This design comes from an exercise in tuning for small area on the open sky130 flow, not from production work.
The RTL was checked by simulation tests, not by an equivalence proof against the original design.
No activity file was given, so power comes from the tool's default toggle rates.

File: flow/flow/run.sh
#!/bin/bash
set -euo pipefail
export CTS_ARGS="-sink_clustering_enable -repair_clock_nets -sink_clustering_size 18 -sink_clustering_max_diameter 50 -buf_list sky130_fd_sc_hd__clkbuf_8 -dont_use_dummy_load"
bash standard.sh > standard.log 2>&1
File: flow/config.mk
export PLATFORM = sky130hd
export DESIGN_NAME = hdmi_text_top
export DESIGN_NICKNAME = hdmi_text_top
export VERILOG_FILES = /design/flow/design.v
export SDC_FILE = /design/flow/constraint.sdc
export NUM_CORES = 4
export LEC_CHECK = 0
export ABC_AREA = 1
export CAP_MARGIN = 20
export CORE_MARGIN = 2
export CORE_UTILIZATION = 40
export SLEW_MARGIN = 20
File: flow/standard.sh
#!/bin/bash
# synth_recipe.tcl (not shown) runs the flow's synth.tcl, then flattens the netlist and writes it again
# the make line also repeats each setting of config.mk as NAME=value (left out here)
make -C /OpenROAD-flow-scripts/flow DESIGN_CONFIG=/design/flow/config.mk WORK_HOME=/design/flow/orfs CLKGATE_MAP_FILE= SYNTH_SCRIPT=/design/flow/synth_recipe.tcl "${@:-finish}"
File: flow/design.v
module font_rom (
    input  [5:0] code,
    input  [2:0] row,
    input  [2:0] col,
    output       bit_out
);
    wire [63:0] bitmap =
        ({64{code == 6'd1}} & 64'h0033333F33331E0C) |
        ({64{code == 6'd2}} & 64'h003F66663E66663F) |
        ({64{code == 6'd3}} & 64'h003C66030303663C) |
        ({64{code == 6'd4}} & 64'h001F36666666361F) |
        ({64{code == 6'd5}} & 64'h007F46161E16467F) |
        ({64{code == 6'd6}} & 64'h000F06161E16467F) |
        ({64{code == 6'd7}} & 64'h007C66730303663C) |
        ({64{code == 6'd8}} & 64'h003333333F333333) |
        ({64{code == 6'd9}} & 64'h001E0C0C0C0C0C1E) |
        ({64{code == 6'd10}} & 64'h001E333330303078) |
        ({64{code == 6'd11}} & 64'h006766361E366667) |
        ({64{code == 6'd12}} & 64'h007F66460606060F) |
        ({64{code == 6'd13}} & 64'h0063636B7F7F7763) |
        ({64{code == 6'd14}} & 64'h006363737B6F6763) |
        ({64{code == 6'd15}} & 64'h001C36636363361C) |
        ({64{code == 6'd16}} & 64'h000F06063E66663F) |
        ({64{code == 6'd17}} & 64'h00381E3B3333331E) |
        ({64{code == 6'd18}} & 64'h006766363E66663F) |
        ({64{code == 6'd19}} & 64'h001E33380E07331E) |
        ({64{code == 6'd20}} & 64'h001E0C0C0C0C2D3F) |
        ({64{code == 6'd21}} & 64'h003F333333333333) |
        ({64{code == 6'd22}} & 64'h000C1E3333333333) |
        ({64{code == 6'd23}} & 64'h0063777F6B636363) |
        ({64{code == 6'd24}} & 64'h0063361C1C366363) |
        ({64{code == 6'd25}} & 64'h001E0C0C1E333333) |
        ({64{code == 6'd26}} & 64'h007F664C1831637F) |
        ({64{code == 6'd27}} & 64'h003E676F7B73633E) |
        ({64{code == 6'd28}} & 64'h003F0C0C0C0C0E0C) |
        ({64{code == 6'd29}} & 64'h003F33061C30331E) |
        ({64{code == 6'd30}} & 64'h001E33301C30331E) |
        ({64{code == 6'd31}} & 64'h0078307F33363C38) |
        ({64{code == 6'd32}} & 64'h001E3330301F033F) |
        ({64{code == 6'd33}} & 64'h001E33331F03061C) |
        ({64{code == 6'd34}} & 64'h000C0C0C1830333F) |
        ({64{code == 6'd35}} & 64'h001E33331E33331E) |
        ({64{code == 6'd36}} & 64'h000E18303E33331E) |
        ({64{code == 6'd37}} & 64'h000C0C0000000000) |
        ({64{code == 6'd38}} & 64'h060C0C0000000000) |
        ({64{code == 6'd39}} & 64'h000C000C1830331E) |
        ({64{code == 6'd40}} & 64'h00180018183C3C18) |
        ({64{code == 6'd41}} & 64'h000103060C183060) |
        ({64{code == 6'd42}} & 64'h00406030180C0603) |
        ({64{code == 6'd43}} & 64'h00FF000000000000) |
        ({64{code == 6'd44}} & 64'h000000003F000000) |
        ({64{code == 6'd45}} & 64'h0018181818181818) |
        ({64{code == 6'd46}} & 64'h0000001E3333331E) |
        ({64{code == 6'd47}} & 64'h000C0C00000C0C00) |
        ({64{code == 6'd48}} & 64'h0000000000030606);
    assign bit_out = bitmap[{row, col}];
endmodule
module svo_tmds (
	input clk, resetn, de,
	input [1:0] ctrl,
	input din,
	output reg [9:0] dout0,
	output reg [9:0] dout12
);
	reg signed [3:0] cnt;
	reg [3:0] q_out, dout_buf2, dout_code;
	wire neg = cnt[3];
	always @(posedge clk) begin
		if (!resetn) begin
			cnt <= 0;
			q_out <= 0;
		end else if (!de) begin
			cnt <= 0;
			q_out <= {2'b01, ctrl};
		end else begin
			cnt <= neg ? cnt + (din ? 4'sd3 : 4'sd5) : cnt - 4'sd4;
			q_out <= {2'b10, neg, din};
		end
		dout_buf2 <= q_out;
		dout_code <= dout_buf2;
	end
	reg [9:0] data_word;
	always @(*) begin
		case (dout_code[1:0])
			2'b00: data_word = 10'h100;
			2'b01: data_word = 10'h200;
			2'b10: data_word = 10'h3ff;
			2'b11: data_word = 10'h0ff;
		endcase
		if (dout_code[3]) begin
			dout0 = data_word;
			dout12 = data_word;
		end else if (dout_code[2]) begin
			case (dout_code[1:0])
				2'b00: dout0 = 10'b1101010100;
				2'b01: dout0 = 10'b0010101011;
				2'b10: dout0 = 10'b0101010100;
				2'b11: dout0 = 10'b1010101011;
			endcase
			dout12 = 10'b1101010100;
		end else begin
			dout0 = 10'b0;
			dout12 = 10'b0;
		end
	end
endmodule
`timescale 1ns / 1ps
module svo_enc (
	input clk, resetn,
	output [9:0] disp_x,
	output [8:0] disp_y,
	output [3:0] rd_col,
	output [2:0] rd_grid_y,
	output de,
	output [1:0] ctrl,    
	output text           
);
	reg [10:0] hx;
	reg [9:0] ln;
	always @(posedge clk) begin
		if (!resetn) begin
			hx <= 11'd1212;
			ln <= 10'd720;
		end else begin
			hx <= (hx == 11'd1663) ? 11'd0 : hx + 11'd1;
			if (hx == 11'd1023)
				ln <= (ln == 10'd747) ? 10'd0 : ln + 10'd1;
		end
	end
	assign disp_x = hx[10] ? 10'd0 : hx[9:0];
	assign disp_y = ln[9] ? 9'd0 : ln[8:0];
	wire [10:0] hx_inc = hx + 11'd1;
	assign rd_col = hx_inc[10] ? 4'd0 : hx_inc[9:6];
	wire [9:0] ln_next = (hx == 11'd1023) ? ((ln == 10'd747) ? 10'd0 : ln + 10'd1) : ln;
	assign rd_grid_y = ln_next[9] ? 3'd0 : ln_next[8:6];
	wire late    = hx >= 11'd1024 && hx < 11'd1223;    
	wire blank_h = hx >= 11'd1223 && hx < 11'd1607;
	wire hsync   = hx >= 11'd1287 && hx < 11'd1415;
	wire text_h  = hx >= 11'd7 && hx < 11'd1031;
	wire blank_v = late ? (ln >= 10'd721 || ln == 10'd0) : (ln >= 10'd720);
	wire vsync   = late ? (ln >= 10'd724 && ln < 10'd729) : (ln >= 10'd723 && ln < 10'd728);
	wire text_v  = late ? (ln >= 10'd1 && ln < 10'd513) : (ln < 10'd512);
	assign de = !(blank_h || blank_v);
	assign ctrl = {vsync, hsync};
	assign text = text_h && text_v;
endmodule
`timescale 1ns / 1ps
module svo_canvas (
    input            clk,
    input            resetn,
    input            user_clk,
    input      [2:0] user_data_3,
    input      [9:0] display_x,
    input      [8:0] display_y,
    input      [3:0] rd_col,
    input      [2:0] rd_grid_y,
    output           pixel
);
    reg [2:0] user_clk_q;
    wire user_clk_rise = user_clk_q[1] && !user_clk_q[2];
    wire user_clk_fall = !user_clk_q[1] && user_clk_q[2];
    reg       write_clk;
    reg       load_upper;
    reg [5:0] user_data_6;
    reg [6:0] last_pos;
    reg       any_wr;
    reg       two_wr;
    reg       enable_read_offset;
    reg [2:0] read_offset;
    wire       do_write = user_clk_rise && !write_clk;
    wire [6:0] wr_pos   = two_wr ? last_pos + 7'd1 : 7'd0;
    always @(posedge clk) begin
        if (!resetn) begin
            user_clk_q <= 0;
            write_clk <= 0;
            load_upper <= 0;
            user_data_6 <= 0;
            last_pos <= 0;
            any_wr <= 0;
            two_wr <= 0;
            enable_read_offset <= 0;
            read_offset <= 0;
        end else begin
            user_clk_q <= { user_clk_q[1:0], user_clk };
            if (user_clk_rise)
                write_clk <= !write_clk;
            if (user_clk_fall) begin
                load_upper <= !load_upper;
                if (load_upper)
                    user_data_6[5:3] <= user_data_3;
                else
                    user_data_6[2:0] <= user_data_3;
            end
            if (do_write) begin
                last_pos <= wr_pos;
                any_wr <= 1;
                two_wr <= any_wr;
                if (wr_pos == 7'd127)
                    enable_read_offset <= 1;
                if (enable_read_offset && wr_pos[3:0] == 0)
                    read_offset <= read_offset + 1;
            end
        end
    end
    wire [2:0] rd_row = rd_grid_y + read_offset;
    wire [6:0] rd_pos = { rd_row, rd_col };
    wire [2:0] lw_row = last_pos[6:4];
    wire [3:0] lw_col = last_pos[3:0];
    wire rd_valid = two_wr && ((rd_row < lw_row) ||
                               (rd_row == lw_row && rd_col <= lw_col) ||
                               (enable_read_offset && rd_row > lw_row));
    reg [3:0]  ph;
    reg [95:0] ring [0:7];
    reg        pa_v, pb_v;
    reg [5:0]  pa_d, pb_d;
    wire [6:0] pa_pos = last_pos;
    wire [6:0] pb_pos = last_pos - 7'd1;
    wire commit_a = pa_v && pa_pos[3:0] == ph;
    wire commit_b = pb_v && pb_pos[3:0] == ph;
    wire mem_write = do_write && any_wr;    
    reg [5:0] ring_in [0:7];
    integer r;
    always @(*) begin
        for (r = 0; r < 8; r = r + 1) begin
            if (commit_a && pa_pos[6:4] == r)
                ring_in[r] = pa_d;
            else if (commit_b && pb_pos[6:4] == r)
                ring_in[r] = pb_d;
            else
                ring_in[r] = ring[r][5:0];
        end
    end
    always @(posedge clk) begin
        for (r = 0; r < 8; r = r + 1)
            ring[r] <= { ring_in[r], ring[r][95:6] };
    end
    always @(posedge clk) begin
        if (!resetn) begin
            ph <= 0;
            pa_v <= 0;
            pb_v <= 0;
        end else begin
            ph <= ph + 4'd1;
            if (mem_write) begin
                pa_v <= 1;
                pa_d <= user_data_6;
                pb_v <= pa_v && !commit_a;
                pb_d <= pa_d;
            end else begin
                if (commit_a) pa_v <= 0;
                if (commit_b) pb_v <= 0;
            end
        end
    end
    wire [3:0] c  = display_x[9:6];
    wire [2:0] g  = display_y[8:6];
    wire at_c  = ph == c;
    wire at_c1 = ph == c + 4'd1;
    wire [2:0] row_a = g + read_offset;
    wire [2:0] row_b = row_a + 3'd1;
    wire [5:0] tap_a = ring_in[row_a];
    wire [5:0] tap_b = ring_in[row_b];
    reg  [5:0] x00, x10, x01, x11;
    wire [5:0] f00 = at_c  ? tap_a : x00;
    wire [5:0] f10 = at_c  ? tap_b : x10;
    wire [5:0] f01 = at_c1 ? tap_a : x01;
    wire [5:0] f11 = at_c1 ? tap_b : x11;
    wire colchg = rd_col != c;
    wire scroll = do_write && enable_read_offset && wr_pos[3:0] == 0;
    always @(posedge clk) begin
        x00 <= scroll ? (colchg ? f11 : f10) : (colchg ? f01 : f00);
        x10 <= colchg ? f11 : f10;
        x01 <= scroll ? f11 : f01;
        x11 <= f11;
    end
    wire [5:0] rd_data = (pa_v && rd_pos == pa_pos) ? pa_d :
                         (pb_v && rd_pos == pb_pos) ? pb_d :
                         colchg ? f01 : f00;
    reg  [5:0] char_code_q;
    reg        pix_q;
    wire       font_bit;
    font_rom font_bitmaps (
        .code(char_code_q),
        .row(display_y[5:3]),
        .col(display_x[5:3]),
        .bit_out(font_bit)
    );
    always @(posedge clk) begin
        if (!resetn) begin
            char_code_q <= 0;
            pix_q <= 0;
        end else begin
            char_code_q <= rd_valid ? rd_data : 6'd0;
            pix_q <= font_bit;
        end
    end
    reg [6:0] pix_d;
    always @(posedge clk)
        pix_d <= { pix_d[5:0], pix_q };
    assign pixel = pix_d[6];
endmodule
`timescale 1ns / 1ps
module hdmi_text_top (
	input clk,
	input resetn,
	input user_clk,
	input [2:0] user_data_3,
	output [9:0] tmds_ch0,
	output [9:0] tmds_ch1,
	output [9:0] tmds_ch2
);
	reg [3:0] resetn_clk_pixel_q;
	always @(posedge clk)
		resetn_clk_pixel_q <= {resetn_clk_pixel_q, resetn};
	wire clk_pixel_resetn = resetn_clk_pixel_q[3];
	wire [9:0] display_x;
	wire [8:0] display_y;
	wire [3:0] rd_col;
	wire [2:0] rd_grid_y;
	wire de, text, pixel;
	wire [1:0] ctrl;
	svo_enc svo_enc (
		.clk(clk),
		.resetn(clk_pixel_resetn),
		.disp_x(display_x),
		.disp_y(display_y),
		.rd_col(rd_col),
		.rd_grid_y(rd_grid_y),
		.de(de),
		.ctrl(ctrl),
		.text(text)
	);
	svo_canvas svo_canvas (
		.clk(clk),
		.resetn(resetn),
		.user_clk(user_clk),
		.user_data_3(user_data_3),
		.display_x(display_x),
		.display_y(display_y),
		.rd_col(rd_col),
		.rd_grid_y(rd_grid_y),
		.pixel(pixel)
	);
	wire [9:0] tmds_ch12;
	svo_tmds svo_tmds (
		.clk(clk),
		.resetn(clk_pixel_resetn),
		.de(de),
		.ctrl(ctrl),
		.din(text && pixel),
		.dout0(tmds_ch0),
		.dout12(tmds_ch12)
	);
	assign tmds_ch1 = tmds_ch12;
	assign tmds_ch2 = tmds_ch12;
endmodule
File: flow/constraint.sdc
create_clock -name core_clock -period 10.0 [get_ports {clk}]
set_input_delay 2.0000 -clock core_clock [delete_from_list [all_inputs] [get_ports {clk}]]
set_output_delay 2.0000 -clock core_clock [all_outputs]
set_load 0.01 [all_outputs]
==> results.txt, run 1 <==
Outcome
The flow ran to the end and the layout has no timing, DRC or antenna violations.

Final layout
For this run, the share of the core covered by cells in the final layout is between 40% and 50%. The number of nets in the layout is between 2,000 and 3,000. The post-layout instance area is around 28,000 um^2. The share of cells above drive strength 1 is 5.83%. The layout-stage area growth over the synthesis result is 8.01%. In the layout the commonest cells are dfxtp_1, nand2_1, nand3_1, inv_1, nor2_1. The most common library cell in the layout ignoring fill and taps is dfxtp_1.

Yosys
After synthesis the cells add up to around 26,000 um^2. The number of different library cells in the post-synthesis netlist is between 50 and 60. The flip-flop and latch count after synthesis is 889. The async set-reset flop share out of synthesis is 0%. The average cell area after synthesis is 9.98 um^2.

Among all flip-flop cells after synthesis, the most frequent one is dfxtp_1. The number of synthesized flops with an enable pin is 12. The number of warnings issued by yosys is 6.

The cell count after synthesis came out at 2,642. The number of nets in the synthesized netlist is 2,678. The sequential element share of the synthesized area is between 60% and 70%.

Timing
The sum of negative setup slack is 0 ps. Setup repair after global routing left no endpoint under its margin. The maximum operating frequency is about 210 MHz.

The final critical path takes up between 40 and 50% of the cycle. The worst hold slack is 288 ps. The final count of pins violating max slew came to 0. The final hold violation count is 0.

For the finished layout, the period the worst path requires is 4760 ps. In this run the tightest slew margin relative to its limit is between 30% and 40%. The measured slew at the worst slew-check pin is approximately 940 ps. Across the routed clock network, the largest skew measured is about 89 ps. Setup violations remaining at the end of the flow were counted as 0.

CTS
The post-CTS setup buffer count is 0. Clock tree synthesis found a total of ~890 sinks. Gates resized during post-CTS repair numbered 0. CTS placed an instance of clkbuf_8 at the clock tree root. The clock slew at the register clock pins of the worst setup and hold paths is roughly 100 ps. The clock reaches the later pin of the worst-skew pair after between 600 and 700 ps. TritonCTS built the clock tree. After clock tree synthesis, the flow added hold-fix buffers numbering 0.

The maximum level of the CTS H-tree is 3. In this run, CTS created clock tree buffers numbering just under 70. The maximum clock path buffer count is 3.

Global route
The initial antenna violation count is 1. The total global-route track usage is around 20%. The number of global-route vias before repair is between 15,000 and 20,000.

Entering global routing, the biggest net connects 25 pins. The first global-routing pass estimated about 99 mm of wire. Summed over all layers, the global routing overflow is 0.

Critical path
The worst setup path is launched from a flip-flop. Of all nets on the critical path, the largest fanout is 8. At the worst endpoint, the arrival time is around 5300 ps.

STA puts the critical path data required time at about 11,000 ps. The category of the critical setup timing path is reg2reg. STA classifies the critical path endpoint as a flip-flop.

Floorplanning
From bottom edge to top edge, the die measures 261 um. The cell row count is 94. The initial utilization of the core area, before any placement, comes to slightly above 40%. In this run the standard cell core region covers around 66,000 um^2. The die covers between 60,000 and 70,000 um^2.

The number of ports placed on the die boundary is 36. In this run the horizontal extent of the chip is roughly 260 um.

Drt
The remaining routing DRC violations is 0. For this block, the initial DRC count from the detailed router was roughly 1,500. The remaining number of nets flagged by the antenna check after routing is 0. The length of the first detailed-routing pass in iterations is 6. After detailed routing, the average wire length per cell comes to roughly 19 um. The detailed-route wire length is about 67 mm. The via density per instance is about 5.

The routed layout has approximately 18,000 vias.

Pwr
The analysis attributes to cell leakage a power of about 0.013 uW. The power density relative to cell area is ~190 nW/um^2. The peak supply drop is around 0.16 mV.

Placement
The post-placement cell area is between 20,000 and 30,000 um^2. After legalization and detailed placement, the total HPWL measured 50.1 mm. The last weighted congestion value of the routability-driven placer is around 1. The port buffer count is 35.

Job
The max-capacitance violation count is 0.

Min path
The worst hold path belongs to the class reg2reg.
-- metal layers --
| layer | up-vias | share of wire [%] | GRT usage [%] |
|---|---|---|---|
| met2 | 655 | 42 | 28.6 |
| li1 | 8553 | - | - |
| met1 | 8287 | 48 | 28.6 |
| met4 | 0 | 3.6 | 7.73 |
| met5 | - | 0 | 0 |
| met3 | 150 | 6.9 | 3.52 |
-- state kept, by name, indices dropped and copies added (netlist names), 3 cells and up --
register and cells:
svo_canvas.user_clk_q 3, resetn_clk_pixel_q 4, svo_enc.ln 10, svo_enc.hx 11, svo_canvas.x01 6, svo_tmds.dout_code 4
svo_canvas.user_data_6 6, svo_canvas.pb_d 6, svo_canvas.ph 4, svo_canvas.ring 768, svo_canvas.x00 6, svo_tmds.q_out 4
svo_canvas.read_offset 3, svo_canvas.x11 6, svo_canvas.pa_d 6, svo_canvas.last_pos 7, svo_canvas.x10 6, svo_canvas.pix_d 7
svo_tmds.cnt 4, svo_tmds.dout_buf2 4, svo_canvas.char_code_q 6
-- synth_stat cells (20+ instances only) --
cell	number	area share, %
a21oi_1	76	1.4
buf_4	27	0.77
dfxtp_1	877	67
ha_1	27	1.3
inv_1	228	3.2
nand2_1	550	7.8
nand3_1	256	4.9
nand4_1	41	0.97
nor2_1	202	2.9
nor3_1	49	0.93
nor4_1	24	0.57
o21ai_0	47	0.89
o21ai_1	20	0.38
-- cell families after synthesis --
| logic type | after synthesis | share of synthesized area (%) |
|---|---|---|
| xor gates and xnor gates | 22 | 0.730 |
| adders and majority gates | 30 | 1.51 |
| muxes | 1 | 0.0379 |
| buffers and inverters | 303 | 4.80 |
| and+or+nand+nor | 1199 | 20.7 |
| AOI/OAI and AO/OA | 198 | 4.34 |
| DFF | 889 | 67.9 |
-- path summary, 6_finish.rpt --
check / from / endpoint / slack [ps] / depth (start not counted)
worst max-delay path: svo_enc.hx[0] / svo_canvas.char_code_q[5] / 5240 / 22
worst min-delay path: svo_canvas.ring[6][85] / svo_canvas.ring[6][79] / 290 / 0
worst max register to register: svo_enc.hx[0] / svo_canvas.char_code_q[5] / 5240 / 22
worst min register to register: svo_canvas.ring[6][85] / svo_canvas.ring[6][79] / 290 / 0
-- metrics by stage --
stage | cells | power [uW] | worst slack, ps
after floorplan | 2642 | 3810 | 6020
after global placement | 3488 | 3860 | 5400
after detailed placement | 3489 | 3870 | 5240
after CTS | 3558 | 5460 | 5240
after global routing | 3560 | 5610 | 4680
final | 3560 | 5380 | 5240
-- area by class of cell --
| class | count | area (um^2) |
|---|---|---|
| Timing Repair Buffer | 43 | 412 |
| Clock buffer | 69 | 950 |
| Inverter | 244 | 923 |
| Antenna cell | 1 | 2.50 |
| Sequential cell | 889 | 17900 |
| Tap cell | 864 | 1080 |
| Fill cell | 6279 | 37000 |
| Multi-Input combinational cell | 1450 | 7210 |
-- critical path: stages, from the launching register on --
cell	delay, ps
dfxtp_1	370
ha_1	180
nand2_1	180
nor2_4	160
nand3_2	110
nor2_4	190
nand4_4	190
clkinv_2	150
nand4_1	120
nor2_1	150
nand2_1	110
o211ai_1	220
nor2_1	90
fa_1	410
xor2_1	170
nand3b_1	160
nand2_1	90
ha_1	320
nand3_1	130
nor3_1	670
inv_1	210
o21ai_0	220
a21oi_1	70
-- power breakdown --
part / internal [uW] / switching, uW / total [uW]
sequential: 3570 / 22.8 / 3590
combinational: 75.7 / 121 / 197
clock: 619 / 975 / 1590
total: 4270 / 1120 / 5380
==> run 2, diff against run 1 <==
==> flow/run.sh (new file) <==
#!/bin/bash
# synth_recipe.tcl (not shown) runs the flow's synth.tcl, then flattens the netlist and writes it again
# the make line also repeats each setting of config.mk as NAME=value (left out here)
make -C /OpenROAD-flow-scripts/flow DESIGN_CONFIG=/design/flow/config.mk WORK_HOME=/design/flow/orfs CLKGATE_MAP_FILE= SYNTH_SCRIPT=/design/flow/synth_recipe.tcl finish
--- a/flow/config.mk
+++ b/flow/config.mk
@@ -9,4 +9,5 @@
 export CAP_MARGIN = 20
 export CORE_MARGIN = 2
 export CORE_UTILIZATION = 40
+export CTS_BUF_LIST = sky130_fd_sc_hd__clkbuf_4
 export SLEW_MARGIN = 20
removed: flow/flow/run.sh
removed: flow/standard.sh
==> run 2 against run 1 <==
Critical path depth decreased by 18. Highest routed layer unchanged. Register-to-register slack got worse by 50 ps. Still clean on timing, DRC and antenna. Wire length increased by 2.1%. Sequential power about the same. Cell count increased by 8.1%.
==> results.txt, run 2 <==
CTS
The clock insertion delay at the later pin of the skew report is 990 ps (+320 ps). The quantity of gates resized following cts is 0 (unchanged). TritonCTS built the clock tree. The total number of clock tree sinks is 889 (unchanged). The number of buffers added by the clock tree synthesis step is 203 (+190%).

The maximum level of the CTS H-tree is 4 (+1). The number of hold buffers added after CTS came to 0 (unchanged). The post-CTS setup buffer count is 0 (unchanged). The clock slew at the register clock pins of the worst setup and hold paths is 60 ps (-40 ps).

The maximum clock path buffer count is 3 (unchanged). Clock tree synthesis selected as its root buffer the cell clkbuf_4.

Placement
The port buffer count came to 35 (unchanged). The post-DP HPWL is 50.1 mm (unchanged). The pre-CTS setup slack is 5240 ps (unchanged).

The last weighted congestion value of the routability-driven placer came to 0.972 (unchanged).

Global route
The total congestion overflow after global routing is 0 (unchanged). The number of global-route vias before repair was 17,700 (+8.0%). The total global-route track usage came to 20.3% (+0.71 points).

The initial antenna violation count was 2 (+1). The global-route wire length before repair came to 103 mm (+3.6%). The pin count of the biggest net entering global routing is 25 (unchanged).

Yosys
In the synthesized netlist the dominant register cell turns out to be dfxtp_1. After synthesis, the most frequently instantiated cells are dfxtp_1, nand2_1, nand3_1, inv_1, nor2_1. The post-synthesis instance area is 26,400 um^2 (unchanged). The number of different library cells in the post-synthesis netlist is 56 (unchanged).

The flip-flop and latch count after synthesis is 889 (unchanged). The number of synthesized flops with an enable pin was 12 (unchanged). The async set-reset flop share out of synthesis is 0% (unchanged).

The sequential element share of the synthesized area is 67.9% (unchanged). The number of warnings issued by yosys is 6 (unchanged). Sorting the synthesized cells by area gives the leading types as dfxtp_1, nand2_1, nand3_1.

The average cell area after synthesis came to 9.98 um^2 (unchanged). Among all cell types in the netlist, the one instantiated most often is dfxtp_1. The cell count after synthesis is 2,642 (unchanged). The proportion of netlist area held by the largest area contributor is 66.6% (unchanged). Of all cell types, the one taking the most synthesized area is dfxtp_1. The number of nets produced by synthesis came to 2,678 (unchanged).

Timing
The sum of negative setup slack is 0 ps (unchanged). The maximum operating frequency is 207 MHz (-1.5%). The number of failing setup endpoints in the final timing report is 0 (unchanged).

The headroom to the max-slew limit is 37.4% (+0.40 points). The final hold violation count came to 0 (unchanged). The final period demand of the worst path came to 4830 ps (+70.8 ps). The clock skew after layout is 59.9 ps (-28.7 ps).

Setup repair after global routing left no endpoint under its margin. The period utilization is 48.3% (+0.71 points). The setup slack after layout came to 5170 ps (-70.8 ps). The final count of pins violating max slew is 0 (unchanged). The measured slew at the worst slew-check pin is 930 ps (-5.98 ps).

Drt
The count of routing violations after the opening detailed-route iteration is 1,445 (-6.3%). The detailed-route wire length is 68.5 mm (+2.1%). The via density per instance came to 4.82 (-2.7%). The post-detailed-route wirelength per cell is 17.8 um (-5.6%).

The remaining number of nets flagged by the antenna check after routing is 0 (unchanged). The via count of the routed design was 18,600 (+5.2%). The remaining routing DRC violations is 0 (unchanged). The length of the first detailed-routing pass in iterations was 5 (-1).

Min path
The number of instances on the worst hold path was 0 (unchanged). The path class of the lowest-slack min-delay path is reg2reg.

Floorplanning
The cell row count came to 94 (unchanged). The overall die width came to 261 um (unchanged). The area of the core region is 65,500 um^2 (unchanged). The initial cell density of the core came to 40.3% (unchanged). The vertical extent of the die was 261 um (unchanged). The number of ports placed on the die boundary is 36 (unchanged).

The area enclosed by the die boundary is 68,000 um^2 (unchanged).

Critical path
The critical path depth in cells was 4 (-82%). On the critical path, the stage with the largest delay is an instance of clkdlybuf4s50_1. The peak fanout along the critical path is 5 (-3). The signal arrival time at the worst endpoint came to 2830 ps (-2420 ps). The critical path buffer and inverter count is 2 (unchanged). The type of element launching the critical path is a flip-flop. The critical path goes through inv_1 > ha_1 > o31ai_1 > clkdlybuf4s50_1. The reg-to-reg setup timing slack came to 5190 ps (-50 ps). The depth of the worst register-to-register path came to 23 (+4.5%). The biggest cell delay along the critical path is 650 ps (-20 ps).

The worst setup path is of the reg2out kind. The critical path required time was 8000 ps (-2500 ps). The worst setup path is captured at a primary output. Grouping stages by cell kind, the critical path spends the most delay in buffers and inverters.

Final layout
The area occupied by multi-input gates is 7210 um^2 (unchanged). The largest registers in the layout are svo_canvas.ring (768), svo_enc.hx (11), svo_enc.ln (10). The number of nets in the layout came to 2,867 (+4.9%). The register with the most flip-flops is svo_canvas.ring. The final cell utilization of the core is 46.0% (+2.5 points). The share of cells above drive strength 1 is 13.7% (+7.8 points). The flip-flop count of the largest register after layout is 768 (unchanged). The area growth from synthesis to layout is 14.3%. The number of inserted filler cells in the final layout is 6,232 (-0.75%).

The flip-flop and latch area was 17,900 um^2 (unchanged). The library cells used most frequently in the layout, excluding fill and tap cells, are dfxtp_1, nand2_1, clkbuf_4, nand3_1, inv_1. The most common library cell in the layout ignoring fill and taps is dfxtp_1.

Pwr
The power density relative to cell area is 215 nW/um^2 (+14%). The peak supply drop came to 0.149 mV (-4.4%). The reported leakage power is 0.0138 uW (+8.1%). The power consumption came to 6480 uW (+20%).

Job
The max-capacitance violation count was 0 (unchanged).

Outcome
The flow ran to the end and the layout has no timing, DRC or antenna violations.
[run 2: cell counts after synthesis]
No cell type changed its count.
[run 2: metrics by stage]
stage | area [um^2] | hold WS, ps | std cells
5_1_grt | 30100 | 277 | 3848
3_3_place_gp | 27500 | 310 | 3488
4_1_cts | 30100 | 276 | 3844
2_1_floorplan | 26400 | 310 | 2642
6_report | 30100 | 291 | 3850
3_5_place_dp | 27500 | 312 | 3489
[run 2: kinds of logic after synthesis]
family          after synthesis  share of synthesized area [%]
simple gates               1199                           20.7
flops                       889                           67.9
buf+inv                     303                           4.80
compound gates              198                           4.34
fa+ha+maj                    30                           1.51
xor+xnor                     22                          0.730
mux                           1                         0.0379
[run 2: final timing paths]
kind | start | end
setup / recovery | svo_tmds.dout_code[0] | tmds_ch0[1]
hold / removal | svo_canvas.ring[4][52] | svo_canvas.ring[4][46]
setup reg to reg | svo_enc.hx[0] | svo_canvas.char_code_q[5]
hold reg to reg | svo_canvas.ring[4][52] | svo_canvas.ring[4][46]
[run 2: layer usage]
| metal | wire length [um] | global-route usage, % |
|---|---|---|
| met5 | 0 | 0 |
| met4 | 2240 | 9.25 |
| met3 | 4880 | 4.85 |
| met2 | 29000 | 29.5 |
| met1 | 32400 | 28.5 |
[run 2: layout make-up]
class	count	area share (%)
clock buffers	300	7.47
well taps	864	3.59
multi-input cells	1450	23.9
diodes	5	0.0415
flip-flops and latches	889	59.4
clock inverters	55	1.11
inverters	244	3.06
repair buffers	43	1.37
[run 2: power breakdown]
group | switching [uW] | internal, uW
combinational | 121 | 75.6
sequential | 22.9 | 3570
clock | 1290 | 1400
total | 1440 | 5050

separate check: timing with driven ports:
The results above use ideal ports. As a check the final layouts listed here were re-extracted and re-timed, cells and wires unchanged. Step 1: set_driving_cell puts a clkbuf_16 on clk and a buf_2 on each other input, an assumption about the parent block. Step 2 times the ports against the registers' clock, not the clock port: input delays grow and output delays shrink by t, the midpoint of the rising clock arrivals with the driver on. Slacks: ideal ports / drivers / drivers and shift; pairs: ideal ports / drivers.
run | t, ns | setup slack, ns | worst setup path at the end
run 1 | 0.683 | 5.243 / 5.243 / 5.243 | register to register
run 2 | 1.017 | 5.172 / 5.117 / 5.185 | register to register
After both steps every run listed still meets setup and hold.
